Context: an optimization exercise on an open-source flow, tuned for small area. The choices shown serve that exercise and are no tape-out recipe.
No activity file was given, so power comes from the tool's default toggle rates.

==> module axis_rotate, before the edit <==
module axis_rotate
#(
    parameter   DATA_WIDTH          = 128,
    parameter   USER_WIDTH          = 64
)
(
    input   logic                       aclk,
    input   logic                       aresetn,
    input   logic   [DATA_WIDTH-1:0]    s_axis_tdata,
    input   logic   [USER_WIDTH-1:0]    s_axis_tuser,
    input   logic                       s_axis_tvalid,
    output  logic                       s_axis_tready,
    input   logic                       s_axis_tlast,
    input   logic   [DATA_WIDTH/8-1:0]  s_axis_tkeep,
    output   logic  [DATA_WIDTH-1:0]    m_axis_tdata,
    output   logic  [USER_WIDTH-1:0]    m_axis_tuser,
    output   logic                      m_axis_tvalid,
    input    logic                      m_axis_tready,
    output   logic                      m_axis_tlast,
    output   logic  [DATA_WIDTH/8-1:0]  m_axis_tkeep
);
localparam NB = DATA_WIDTH/8;        
localparam SW = $clog2(NB);          
localparam LW = 9*NB;                
logic m_valid;
wire  load = m_axis_tready | ~m_valid;
assign s_axis_tready = load;
assign m_axis_tvalid = m_valid;
always_ff @(posedge aclk or negedge aresetn) begin
    if (!aresetn)
        m_valid <= 1'b0;
    else if (load)
        m_valid <= s_axis_tvalid;
end
wire [SW-1:0] n   = s_axis_tuser[SW-1:0];
wire [SW-1:0] rot = s_axis_tuser[SW] ? (~n + 1'b1) : n;
localparam NC = 2;
wire [NC-1:0] sel_str, sel_rot, sel_hold, sel_load;
wire [NC-1:0] amt   [1:SW-1];
wire [NC-1:0] amt_n [1:SW-1];
genvar c, s, i;
generate
    for (c = 0; c < NC; c = c + 1) begin : g_sel
        axr_andn  u_str  (.a(load), .b(rot[0]), .y(sel_str[c]));
        axr_and2  u_rot  (.a(load), .b(rot[0]), .y(sel_rot[c]));
        axr_nor2  u_hold (.a(m_axis_tready), .b(~m_valid), .y(sel_hold[c]));
        axr_ornot u_load (.a(m_axis_tready), .b(m_valid), .y(sel_load[c]));
        for (s = 1; s < SW; s = s + 1) begin : g_amt
            axr_and2  u_a  (.a(load), .b(rot[s]), .y(amt[s][c]));
            axr_nand2 u_an (.a(load), .b(rot[s]), .y(amt_n[s][c]));
        end
    end
endgenerate
logic [LW-1:0] lanes;
always_comb begin
    for (int k = 0; k < NB; k++)
        lanes[9*k +: 9] = {s_axis_tkeep[k], s_axis_tdata[8*k +: 8]};
end
logic [LW-1:0] r;                    
wire  [LW-1:0] st [0:SW];            
generate
    for (i = 0; i < LW; i = i + 1) begin : g_first
        axr_aoi222 u_mux (
            .a1(sel_str[i*NC/LW]),  .a2(lanes[i]),
            .b1(sel_rot[i*NC/LW]),  .b2(lanes[(i + LW - 9) % LW]),
            .c1(sel_hold[i*NC/LW]), .c2(r[i]),
            .y (st[1][i]));
    end
    for (s = 1; s < SW; s = s + 1) begin : g_stage
        for (i = 0; i < LW; i = i + 1) begin : g_bit
            axr_oai22 u_mux (
                .a1(amt[s][i*NC/LW]),   .a2(st[s][i]),
                .b1(amt_n[s][i*NC/LW]), .b2(st[s][(i + LW - 9*(1<<s)) % LW]),
                .y (st[s+1][i]));
        end
    end
endgenerate
always_ff @(posedge aclk)
    r <= st[SW];
always_comb begin
    for (int k = 0; k < NB; k++) begin
        m_axis_tdata[8*k +: 8] = r[9*k +: 8];
        m_axis_tkeep[k]        = r[9*k + 8];
    end
end
logic [USER_WIDTH:0] u_q, u_d;
generate
    for (i = 0; i <= USER_WIDTH; i = i + 1) begin : g_user
        axr_ao22 u_hold (
            .a1(sel_load[i*NC/(USER_WIDTH+1)]), .a2(i < USER_WIDTH ? s_axis_tuser[i] : s_axis_tlast),
            .b1(sel_hold[i*NC/(USER_WIDTH+1)]), .b2(u_q[i]),
            .y (u_d[i]));
    end
endgenerate
always_ff @(posedge aclk)
    u_q <= u_d;
assign m_axis_tuser = u_q[USER_WIDTH-1:0];
assign m_axis_tlast = u_q[USER_WIDTH];
endmodule
==> flow/config.mk <==
export PLATFORM = sky130hd
export DESIGN_NAME = axis_rotate
export DESIGN_NICKNAME = axis_rotate
export VERILOG_FILES = /design/flow/design.v
export SDC_FILE = /design/flow/constraint.sdc
export NUM_CORES = 4
export LEC_CHECK = 0
export CAP_MARGIN = 0
export CORE_MARGIN = 2
export CORE_UTILIZATION = 45
export SLEW_MARGIN = 0
export SYNTH_HIERARCHICAL = 1
export SYNTH_MINIMUM_KEEP_SIZE = 0
==> flow/constraint.sdc <==
create_clock -name core_clock -period 5.0 [get_ports {aclk}]
set_input_delay 1.0000 -clock core_clock [delete_from_list [all_inputs] [get_ports {aclk}]]
set_output_delay 1.0000 -clock core_clock [all_outputs]
set_load 0.01 [all_outputs]
standard.sh (not shown) runs the stock make flow with config.mk's settings and CLKGATE_MAP_FILE= SYNTH_SCRIPT=/design/flow/synth_recipe.tcl, a recipe that flattens the netlist after the stock synthesis.
==> flow/flow/run.sh <==
#!/bin/bash
# Standard layout, with the smallest buffer on the ports and a leaner clock tree
# (larger sink clusters, no dummy loads).
set -euo pipefail
export BUFFER_PORTS_ARGS="-buffer_cell sky130_fd_sc_hd__buf_1"
export CTS_ARGS="-sink_clustering_enable -repair_clock_nets -sink_clustering_size 17 -sink_clustering_max_diameter 80 -buf_list {sky130_fd_sc_hd__clkbuf_8} -dont_use_dummy_load"
bash standard.sh finish > flow_make.log 2>&1
Next try:
--- a/flow/design.v
+++ b/flow/design.v
@@ -57,9 +57,9 @@
         m_valid <= s_axis_tvalid;
 end
 wire [SW-1:0] n   = s_axis_tuser[SW-1:0];
 wire [SW-1:0] rot = s_axis_tuser[SW] ? (~n + 1'b1) : n;
-localparam NC = 2;
+localparam NC = 4;
 wire [NC-1:0] sel_str, sel_rot, sel_hold, sel_load;
 wire [NC-1:0] amt   [1:SW-1];
 wire [NC-1:0] amt_n [1:SW-1];
 genvar c, s, i;
Total power rises by 3.0%.
Sequential power barely changes.
Clock skew falls by 0.030 ns.
Sequential cell count does not change.
Synthesized cell count climbs by 2.3%.
Clock power increases by about 1%.
Global-route usage climbs by 6.8 points.
Cell area rose by 1.8%.
No run of this note included a check of the RTL's function; only the layout flow was run.

-- afterwards: timing with drivers on the ports --
In the flow no input, the clock included, has a driving cell. The finished layouts below were timed again as built, in two steps.
Step 1 assumes that a clkbuf_16 drives the clock port and a buf_2 every other input.
Step 2, shift: input delay + t, output delay - t, t = (earliest + latest rising clock arrival at the registers) / 2. This alone moves slack from input paths to output paths.
Three values: ideal, step 1, step 2; two values: the first two.
run	t, ns	setup slack, ns	worst slew at a driven data input, ns
the first run	0.550	1.630 / 1.638 / 1.087	0.08
the second run	0.568	1.242 / 1.252 / 0.684	0.08
After both steps setup and hold are still met in every run listed. For the second run, which loses most, drivers alone change the setup slack by +0.010 ns; drivers and shift together by -0.558 ns.
